Background: an optimization exercise with open tools, aiming at small area. Do not read the settings as production practice.
Function was checked by simulation only, so behaviour that the tests miss may differ from the original.
Power and IR drop assume default switching activity.

==> inputs of wip/fjord <==
==> flow/design.v (excerpt) <==
module axi_gpio #(
    parameter int N_GPIOS = 32,
    parameter int AXI_ADDR_WIDTH = 12,
    parameter int AXI_DATA_WIDTH = 32
)(
   input aclk,
   input aresetn,
   input  logic [N_GPIOS-1:0] gpio_in_raw ,
   output logic [N_GPIOS-1:0] gpio_out,
   output logic irq,  
   output logic arready,
   input logic [AXI_ADDR_WIDTH-1:0] araddr,
   input logic arvalid,
   output logic [AXI_DATA_WIDTH-1:0] rdata,
   output logic [1:0] rresp,
   output logic rvalid,
   input logic rready,
   input logic wvalid,
   output logic wready,
   input logic [AXI_DATA_WIDTH-1:0] wdata,
   input logic [AXI_DATA_WIDTH/8-1:0] wstrb,
   input logic bready,
   output logic bvalid,
   output logic [1:0] bresp,
   output logic awready,
   input logic [AXI_ADDR_WIDTH-1:0] awaddr,
   input logic awvalid
);
export LEC_CHECK = 0
export CAP_MARGIN = 20
export CORE_MARGIN = 2
export CORE_UTILIZATION = 40
export SLEW_MARGIN = 20
create_clock -name core_clock -period 5.0 [get_ports {aclk}]
standard.sh (not shown) runs the stock make flow with config.mk's settings and CLKGATE_MAP_FILE= SYNTH_SCRIPT=/design/flow/synth_recipe.tcl, a recipe that flattens the netlist after the stock synthesis.
==> flow/flow/run.sh <==
#!/bin/bash
# Own layout flow:
#  1. the standard synthesis (standard.sh synth), unchanged;
#  2. the combinational cells of its netlist are re-mapped by ABC with
#     area-oriented scripts (several seeds, smallest kept); every flip-flop
#     instance (name, cell type) is kept, and each result is proven
#     equivalent to the standard netlist before it may be used;
#  3. the standard layout from that netlist, with input/output ports
#     buffered by buf_1 cells and a clock tree of clkbuf_8 leaf clusters
#     without dummy loads.
set -uo pipefail
here=$(pwd)
R=$here/orfs/results/$FLOW_PLATFORM/axi_gpio/base
export LIB=$FLOW_HOME/platforms/$FLOW_PLATFORM/lib/sky130_fd_sc_hd__tt_025C_1v80.lib

bash standard.sh synth > synth.log 2>&1 || exit 1

python3 flow/splitlib.py $LIB seq.lib comb.lib > splitlib.log 2>&1
DU=""
for c in $(sed -n '/DONT_USE_CELLS/,/^#/p' $FLOW_HOME/platforms/$FLOW_PLATFORM/config.mk | grep -o 'sky130_fd_sc_hd__[a-z0-9_]*'); do
  DU="$DU -dont_use $c"
done
export DU
cp $R/1_2_yosys.v 1_2_yosys_std.v

for t in s0 s7 s13 fast; do
  bash flow/remap.sh 1_2_yosys_std.v 1_2_yosys_$t.v flow/remap_$t.abc $t > remap_sh_$t.log 2>&1 &
done
wait
best=""; barea=""
for t in s0 s7 s13 fast; do
  [[ -s area_$t.txt ]] || continue
  a=$(cat area_$t.txt)
  if [[ -z "$best" ]] || awk "BEGIN{exit !($a < $barea)}"; then best=$t; barea=$a; fi
done
echo "remap choice: ${best:-none} area ${barea:-n/a}" > remap_choice.log
if [[ -n "$best" ]]; then
  cp 1_2_yosys_$best.v $R/1_2_yosys.v
  rm -f $R/1_synth.odb
fi

bash standard.sh \
  BUFFER_PORTS_ARGS="-buffer_cell sky130_fd_sc_hd__buf_1" \
  CTS_ARGS="-sink_clustering_enable -repair_clock_nets -dont_use_dummy_load -buf_list sky130_fd_sc_hd__clkbuf_16 -sink_clustering_size 28 -sink_clustering_max_diameter 100 -sink_buffer_max_cap_derate 1.0" \
  finish > finish.log 2>&1
Other scripts of this flow, unchanged in this note and not shown: flow/flow/remap.sh, flow/flow/remap_fast.abc, flow/flow/remap_s0.abc, flow/flow/remap_s13.abc, flow/flow/remap_s21.abc, flow/flow/remap_s7.abc, flow/flow/splitlib.py
==> wip/delta: changes against wip/fjord <==
--- a/flow/flow/run.sh
+++ b/flow/flow/run.sh
@@ -7,5 +7,5 @@
 #     equivalent to the standard netlist before it may be used;
 #  3. the standard layout from that netlist, with input/output ports
-#     buffered by buf_1 cells and a clock tree of clkbuf_8 leaf clusters
+#     buffered by buf_1 cells and a clock tree of clkbuf_8 leaf clusters (at most 16 sinks each)
 #     without dummy loads.
 set -uo pipefail
@@ -42,4 +42,4 @@
 bash standard.sh \
   BUFFER_PORTS_ARGS="-buffer_cell sky130_fd_sc_hd__buf_1" \
-  CTS_ARGS="-sink_clustering_enable -repair_clock_nets -dont_use_dummy_load -buf_list sky130_fd_sc_hd__clkbuf_16 -sink_clustering_size 28 -sink_clustering_max_diameter 100 -sink_buffer_max_cap_derate 1.0" \
+  CTS_ARGS="-sink_clustering_enable -repair_clock_nets -dont_use_dummy_load -buf_list sky130_fd_sc_hd__clkbuf_8 -sink_clustering_size 16 -sink_clustering_max_diameter 80 -sink_buffer_max_cap_derate 1.0" \
   finish > finish.log 2>&1
--- a/flow/config.mk
+++ b/flow/config.mk
@@ -6,6 +6,7 @@
 export NUM_CORES = 4
 export LEC_CHECK = 0
-export CAP_MARGIN = 20
+export CAP_MARGIN = 5
 export CORE_MARGIN = 2
-export CORE_UTILIZATION = 40
-export SLEW_MARGIN = 20
+export CORE_UTILIZATION = 70
+export PLACE_DENSITY = 0.8
+export SLEW_MARGIN = 5
==> wip/willow: changes against wip/fjord <==
--- a/flow/flow/run.sh
+++ b/flow/flow/run.sh
@@ -42,4 +42,4 @@
 bash standard.sh \
   BUFFER_PORTS_ARGS="-buffer_cell sky130_fd_sc_hd__buf_1" \
-  CTS_ARGS="-sink_clustering_enable -repair_clock_nets -dont_use_dummy_load -buf_list sky130_fd_sc_hd__clkbuf_16 -sink_clustering_size 28 -sink_clustering_max_diameter 100 -sink_buffer_max_cap_derate 1.0" \
+  CTS_ARGS="-sink_clustering_enable -repair_clock_nets -dont_use_dummy_load -buf_list sky130_fd_sc_hd__clkbuf_8 -sink_clustering_size 14 -sink_clustering_max_diameter 80 -sink_buffer_max_cap_derate 1.0" \
   finish > finish.log 2>&1
--- a/flow/config.mk
+++ b/flow/config.mk
@@ -8,4 +8,4 @@
 export CAP_MARGIN = 20
 export CORE_MARGIN = 2
-export CORE_UTILIZATION = 40
+export CORE_UTILIZATION = 60
 export SLEW_MARGIN = 20
==> run notes <==
Maximum frequency, lowest first: wip/willow, wip/delta, wip/fjord.
wip/fjord produced a clean layout. wip/willow completed without violations. wip/delta finished with timing, DRC and antenna clean.
Non-clock buffer count: wip/delta is lower than wip/fjord (6).
The lowest worst setup slack belongs to wip/willow, the highest to wip/fjord.
In wip/willow the worst hold slack is higher than in wip/delta, by 0.0024 ns.
Power: wip/willow is higher than wip/delta (about 1.3%).
Cell count, highest first: wip/fjord, wip/willow, wip/delta.
In wip/fjord the first-iteration DRC count is lower than in wip/delta, by 32%.
In area after synthesis, wip/willow and wip/fjord do not differ.
In sequential power, wip/delta and wip/willow hardly differ.
Against wip/delta, the cell area of wip/willow is higher by about 1%.


==> run a: inputs <==
axi_gpio, a different RTL version from the one above (not shown whole).
export LEC_CHECK = 0
export CAP_MARGIN = 20
export CORE_MARGIN = 2
export CORE_UTILIZATION = 40
export SLEW_MARGIN = 20
create_clock -name core_clock -period 5.0 [get_ports {aclk}]
run.sh (not shown) runs the stock make flow with config.mk's settings and CLKGATE_MAP_FILE= SYNTH_SCRIPT=/design/flow/synth_recipe.tcl, a recipe that flattens the netlist after the stock synthesis.
Stock flow here: none of the scripts above is used.
==> run b: changes against run a <==
--- a/flow/design.v
+++ b/flow/design.v
@@ -36,17 +36,19 @@
   localparam logic [3:0] IRQ_CLR_W  = 4'h7;
   localparam logic [3:0] EDGE_EN_W  = 4'h8;
   localparam logic [3:0] EDGE_POL_W = 4'h9;
   localparam logic [3:0] LVL_POL_W  = 4'hA;
   localparam logic [3:0] VERSION_W  = 4'hB;
   localparam logic [3:0] SCRATCH_W  = 4'hC;
   localparam logic [3:0] DEBOUNCE_W = 4'hD;
   logic [31:0] dir_q, out_q, irq_mask_q, irq_status_q;
-  logic [31:0] edge_en_q, edge_pol_q, lvl_pol_q, scratch_q;
+  logic [31:0] edge_en_q, edge_npol_q, lvl_npol_q, scratch_q;
+  wire [31:0] edge_pol_q = ~edge_npol_q;
+  wire [31:0] lvl_pol_q = ~lvl_npol_q;
   logic [7:0]  debounce_cfg_q;
   logic [31:0] in_meta, in_sync, in_db_q, in_db_d;
   logic [7:0]  db_cnt [0:31];
   logic [3:0]  awcode_q;
   logic [31:0] wdata_q;
   logic [3:0]  wstrb_q;
   logic        clr_p1, clr_p2;    
   wire wr_apply = ~bvalid & ~awready & ~wready;
@@ -88,33 +90,33 @@
   wire wr_scr   = wr_apply & (awcode_q == SCRATCH_W);
   wire wr_db    = wr_apply & (awcode_q == DEBOUNCE_W);
   always_ff @(posedge aclk or negedge aresetn) begin
     if (!aresetn) begin
       dir_q          <= '0;
       out_q          <= '0;
       irq_mask_q     <= '0;
       edge_en_q      <= '0;
-      edge_pol_q     <= '1;
-      lvl_pol_q      <= '1;
+      edge_npol_q    <= '0;
+      lvl_npol_q     <= '0;
       scratch_q      <= '0;
       debounce_cfg_q <= '0;
       clr_p1         <= 1'b0;
       clr_p2         <= 1'b0;
     end else begin
       for (int i = 0; i < 32; i++) begin
         if (bmask[i]) begin
           if (wr_dir)  dir_q[i]      <= wdata_q[i];
           if (wr_out)  out_q[i]      <= wdata_q[i];
           if (wr_set & wdata_q[i]) out_q[i] <= 1'b1;
           if (wr_clr & wdata_q[i]) out_q[i] <= 1'b0;
           if (wr_mask) irq_mask_q[i] <= wdata_q[i];
           if (wr_een)  edge_en_q[i]  <= wdata_q[i];
-          if (wr_epol) edge_pol_q[i] <= wdata_q[i];
-          if (wr_lpol) lvl_pol_q[i]  <= wdata_q[i];
+          if (wr_epol) edge_npol_q[i] <= ~wdata_q[i];
+          if (wr_lpol) lvl_npol_q[i]  <= ~wdata_q[i];
           if (wr_scr)  scratch_q[i]  <= wdata_q[i];
         end
       end
       if (wr_db & wstrb_q[0]) debounce_cfg_q <= wdata_q[7:0];
       clr_p1 <= wr_iclr;
       clr_p2 <= clr_p1;
     end
   end
==> flow/flow/run.sh (new file) <==
#!/bin/bash
# Own layout flow:
#  1. the standard synthesis (standard.sh synth), unchanged;
#  2. the combinational cells of its netlist are re-mapped by ABC with
#     area-oriented scripts (several seeds, smallest kept); every flip-flop
#     instance (name, cell type) is kept, and each result is proven
#     equivalent to the standard netlist before it may be used;
#  3. the standard layout from that netlist, with input/output ports
#     buffered by buf_1 cells and a clock tree of clkbuf_8 leaf clusters (at most 16 sinks each)
#     without dummy loads.
set -uo pipefail
here=$(pwd)
R=$here/orfs/results/$FLOW_PLATFORM/axi_gpio/base
export LIB=$FLOW_HOME/platforms/$FLOW_PLATFORM/lib/sky130_fd_sc_hd__tt_025C_1v80.lib

bash standard.sh synth > synth.log 2>&1 || exit 1

python3 flow/splitlib.py $LIB seq.lib comb.lib > splitlib.log 2>&1
DU=""
for c in $(sed -n '/DONT_USE_CELLS/,/^#/p' $FLOW_HOME/platforms/$FLOW_PLATFORM/config.mk | grep -o 'sky130_fd_sc_hd__[a-z0-9_]*'); do
  DU="$DU -dont_use $c"
done
export DU
cp $R/1_2_yosys.v 1_2_yosys_std.v

for t in s0 s7 s13 fast; do
  bash flow/remap.sh 1_2_yosys_std.v 1_2_yosys_$t.v flow/remap_$t.abc $t > remap_sh_$t.log 2>&1 &
done
wait
best=""; barea=""
for t in s0 s7 s13 fast; do
  [[ -s area_$t.txt ]] || continue
  a=$(cat area_$t.txt)
  if [[ -z "$best" ]] || awk "BEGIN{exit !($a < $barea)}"; then best=$t; barea=$a; fi
done
echo "remap choice: ${best:-none} area ${barea:-n/a}" > remap_choice.log
if [[ -n "$best" ]]; then
  cp 1_2_yosys_$best.v $R/1_2_yosys.v
  rm -f $R/1_synth.odb
fi

bash standard.sh \
  BUFFER_PORTS_ARGS="-buffer_cell sky130_fd_sc_hd__buf_1" \
  CTS_ARGS="-sink_clustering_enable -repair_clock_nets -dont_use_dummy_load -buf_list sky130_fd_sc_hd__clkbuf_8 -sink_clustering_size 16 -sink_clustering_max_diameter 80 -sink_buffer_max_cap_derate 1.0" \
  finish > finish.log 2>&1
==> flow/flow/remap.sh (new file) <==
#!/bin/bash
# usage: remap.sh in.v out.v script.abc tag
# Re-maps the combinational cells of in.v with ABC; flip-flops are kept as
# they are (black boxes). Writes out.v and the log remap_<tag>.log.
in=$1; out=$2; scr=$3; tag=$4
cat > remap_$tag.ys <<EOF
read_liberty -lib seq.lib
read_liberty -ignore_miss_func comb.lib
read_verilog $in
hierarchy -top $FLOW_TOP
flatten
opt_clean -purge
abc -liberty $LIB $DU -script $scr
opt_clean -purge
splitnets
opt_clean -purge
hilomap -singleton -hicell sky130_fd_sc_hd__conb_1 HI -locell sky130_fd_sc_hd__conb_1 LO
insbuf -buf sky130_fd_sc_hd__buf_4 A X
rename -enumerate -pattern remap_%_ w:\\\$*
rename -enumerate -pattern remapc_%_ c:\\\$*
stat -liberty $LIB
write_verilog -noattr -noexpr -nohex -nodec $out
EOF
yosys -l remap_$tag.log -q remap_$tag.ys > /dev/null 2>&1 || exit 1
# formal check: the re-mapped netlist must equal the standard one
cat > equiv_$tag.ys <<EOF
read_liberty -ignore_miss_func seq.lib
read_liberty -ignore_miss_func comb.lib
read_verilog $in
rename $FLOW_TOP gold
read_verilog $out
rename $FLOW_TOP gate
flatten
opt_clean
async2sync
equiv_make gold gate equiv
hierarchy -top equiv
equiv_simple -seq 2
equiv_induct
equiv_status -assert
EOF
yosys -l equiv_$tag.log -q equiv_$tag.ys > /dev/null 2>&1 || exit 1
grep -q "Equivalence successfully proven" equiv_$tag.log || exit 1
grep "Chip area" remap_$tag.log | awk '{print $NF}' > area_$tag.txt
==> flow/flow/remap_fast.abc (new file) <==
strash
dc2
dc2
dch -f
amap
topo
==> flow/flow/remap_s0.abc (new file) <==
strash
&get -n
&deepsyn -J 50 -T 240 -S 0
&put
dch -f
amap -m -F 4 -A 10 -C 2000
topo
==> flow/flow/remap_s13.abc (new file) <==
strash
&get -n
&deepsyn -J 50 -T 240 -S 13
&put
dch -f
amap -m -F 4 -A 10 -C 2000
topo
==> flow/flow/remap_s21.abc (new file) <==
strash
&get -n
&deepsyn -J 50 -T 240 -S 21
&put
dch -f
amap -m -F 4 -A 10 -C 2000
topo
==> flow/flow/remap_s7.abc (new file) <==
strash
&get -n
&deepsyn -J 50 -T 240 -S 7
&put
dch -f
amap -m -F 4 -A 10 -C 2000
topo
==> flow/flow/splitlib.py (new file) <==
# Split the platform liberty into sequential cells (kept as black boxes)
# and combinational cells (read as logic so ABC can re-map them).
import re, sys
src, seq_out, comb_out = sys.argv[1:4]
t = open(src).read()
starts = [m.start() for m in re.finditer(r'\n\s*cell\s*\(', t)]
hdr = t[:starts[0]]
seq, comb = [], []
for s in starts:
    p = t.index('{', s); depth = 0
    while True:
        c = t[p]
        if c == '{': depth += 1
        elif c == '}':
            depth -= 1
            if depth == 0: break
        p += 1
    body = t[s:p + 1]
    (seq if re.search(r'\b(ff|latch|statetable)\s*\(', body) else comb).append(body)
open(seq_out, 'w').write(hdr + ''.join(seq) + '\n}\n')
open(comb_out, 'w').write(hdr + ''.join(comb) + '\n}\n')
==> flow/standard.sh (new file) <==
#!/bin/bash
# synth_recipe.tcl (not shown) runs the flow's synth.tcl, then flattens the netlist and writes it again
# the make line also repeats each setting of config.mk as NAME=value (left out here)
make -C /OpenROAD-flow-scripts/flow DESIGN_CONFIG=/design/flow/config.mk WORK_HOME=/design/flow/orfs CLKGATE_MAP_FILE= SYNTH_SCRIPT=/design/flow/synth_recipe.tcl "${@:-finish}"
- CAP_MARGIN: 20 -> 0
- CORE_UTILIZATION: 40 -> 70
- PLACE_DENSITY: unset -> 0.8
- SLEW_MARGIN: 20 -> 0
removed: flow/run.sh
==> run c: changes against run a <==
==> flow/flow/run.sh (new file) <==
#!/bin/bash
# Own layout flow:
#  1. the standard synthesis (standard.sh synth), unchanged;
#  2. the combinational cells of its netlist are re-mapped by ABC with an
#     area-oriented script; every flip-flop instance (name, cell type) is kept;
#  3. the standard layout from that netlist, with input/output ports
#     buffered by buf_1 cells and no CTS dummy loads.
set -euo pipefail
here=$(pwd)
R=$here/orfs/results/$FLOW_PLATFORM/axi_gpio/base
LIB=$FLOW_HOME/platforms/$FLOW_PLATFORM/lib/sky130_fd_sc_hd__tt_025C_1v80.lib

bash standard.sh synth > synth.log 2>&1

python3 flow/splitlib.py $LIB seq.lib comb.lib > splitlib.log 2>&1
DU=""
for c in $(sed -n '/DONT_USE_CELLS/,/^#/p' $FLOW_HOME/platforms/$FLOW_PLATFORM/config.mk | grep -o 'sky130_fd_sc_hd__[a-z0-9_]*'); do
  DU="$DU -dont_use $c"
done
cp $R/1_2_yosys.v 1_2_yosys_std.v
cat > remap.ys <<EOF
read_liberty -lib seq.lib
read_liberty -ignore_miss_func comb.lib
read_verilog 1_2_yosys_std.v
hierarchy -top $FLOW_TOP
flatten
opt_clean -purge
abc -liberty $LIB $DU -script $here/flow/remap.abc
opt_clean -purge
splitnets
opt_clean -purge
hilomap -singleton -hicell sky130_fd_sc_hd__conb_1 HI -locell sky130_fd_sc_hd__conb_1 LO
insbuf -buf sky130_fd_sc_hd__buf_4 A X
rename -enumerate -pattern remap_%_ w:\$*
rename -enumerate -pattern remapc_%_ c:\$*
stat -liberty $LIB
write_verilog -noattr -noexpr -nohex -nodec 1_2_yosys_remap.v
EOF
yosys -l remap.log -q remap.ys > /dev/null 2>&1
cp 1_2_yosys_remap.v $R/1_2_yosys.v
rm -f $R/1_synth.odb

bash standard.sh \
  BUFFER_PORTS_ARGS="-buffer_cell sky130_fd_sc_hd__buf_1" \
  CTS_ARGS="-sink_clustering_enable -repair_clock_nets -dont_use_dummy_load -buf_list sky130_fd_sc_hd__clkbuf_8 -sink_clustering_size 30" \
  GPL_TIMING_DRIVEN=0 \
  finish > finish.log 2>&1
==> flow/flow/remap.abc (new file) <==
strash
dc2
dc2
dch -f
amap
topo
==> flow/flow/splitlib.py (new file) <==
# Split the platform liberty into sequential cells (kept as black boxes)
# and combinational cells (read as logic so ABC can re-map them).
import re, sys
src, seq_out, comb_out = sys.argv[1:4]
t = open(src).read()
starts = [m.start() for m in re.finditer(r'\n\s*cell\s*\(', t)]
hdr = t[:starts[0]]
seq, comb = [], []
for s in starts:
    p = t.index('{', s); depth = 0
    while True:
        c = t[p]
        if c == '{': depth += 1
        elif c == '}':
            depth -= 1
            if depth == 0: break
        p += 1
    body = t[s:p + 1]
    (seq if re.search(r'\b(ff|latch|statetable)\s*\(', body) else comb).append(body)
open(seq_out, 'w').write(hdr + ''.join(seq) + '\n}\n')
open(comb_out, 'w').write(hdr + ''.join(comb) + '\n}\n')
==> flow/standard.sh (new file) <==
#!/bin/bash
# synth_recipe.tcl (not shown) runs the flow's synth.tcl, then flattens the netlist and writes it again
# the make line also repeats each setting of config.mk as NAME=value (left out here)
make -C /OpenROAD-flow-scripts/flow DESIGN_CONFIG=/design/flow/config.mk WORK_HOME=/design/flow/orfs CLKGATE_MAP_FILE= SYNTH_SCRIPT=/design/flow/synth_recipe.tcl "${@:-finish}"
removed: flow/run.sh
==> comparison table <==
| metric | run c | run b | run a |
|---|---|---|---|
| Cell area after layout | 35200 um^2 | 32000 um^2 | 42000 um^2 |
| Pin slew with the least headroom to its limit | 1230 ps | 1090 ps | 1040 ps |
| Core Util, Final | 46.3% | 76.6% | 46.6% |
| Crit path DAT | 5330 ps | 4460 ps | 2740 ps |
| Data buffer area share | 3.75% | 3.16% | 4.83% |
| Worst-case register-to-register setup slack | 280 ps | 1120 ps | 2100 ps |
| Combinational logic power | 3.62 mW | 3.30 mW | 4.18 mW |
| Area of the core | 75900 um^2 | 41900 um^2 | 90000 um^2 |
| Leading cell type in the layout, fill and taps excluded | nor2_1 | clkinv_1 | nor2_1 |
| Run status | timing/DRC/antenna clean | timing/DRC/antenna clean | timing/DRC/antenna clean |
| Worst hold path class | in -> async | in -> async | reg -> reg |
| Clock buf count | 131 | 51 | 132 |
| Clock distribution power | 4.53 mW | 2.70 mW | 6.01 mW |
| Minimum hold slack | 181 ps | 348 ps | 346 ps |
| Rel. slew slack | 17.2% | 27.0% | 30.1% |

[what the ideal ports hide]
In the flow no input, the clock included, has a driving cell. The finished layouts below were timed again as built, in two steps. Step 1 (the two cells are an assumption about what drives the block):
set clk [get_ports {aclk}]
set_driving_cell -lib_cell sky130_fd_sc_hd__clkbuf_16 $clk
set_driving_cell -lib_cell sky130_fd_sc_hd__buf_2 [delete_from_list [all_inputs] $clk]
Step 2 moves the port delays by t, midway between the first and last clock arrival at a register: inputs arrive t later, outputs are due t later. That takes back most of the time a late clock gives input paths. a / b / c = ideal ports / drivers / drivers and shift; a / b = the first two.
run	t (ns)	slack for setup (ns)	worst setup path after step 2	clock arrival spread, ns	worst register clock-pin slew, ns
wip/fjord	0.690	1.241 / 1.241 / 1.193	input to register	0.040 / 0.040	0.11 / 0.11
wip/delta	0.738	1.116 / 1.116 / 1.116	register to register	0.052 / 0.051	0.11 / 0.11
wip/willow	0.758	0.986 / 0.925 / 1.313	register to register	0.024 / 0.023	0.10 / 0.10
run a	0.689	1.262 / 1.194 / 1.321	input to register	0.024 / 0.025	0.06 / 0.06
run b	0.738	1.116 / 1.116 / 1.116	register to register	0.052 / 0.051	0.11 / 0.11
run c	0.806	0.260 / 0.255 / -0.551	input to register	0.078 / 0.077	0.06 / 0.06
Met with ideal ports but missed after step 2: setup timing in run c. The setup slack of run c, which loses most, moves by -0.005 ns with the drivers and by -0.811 ns with both steps.
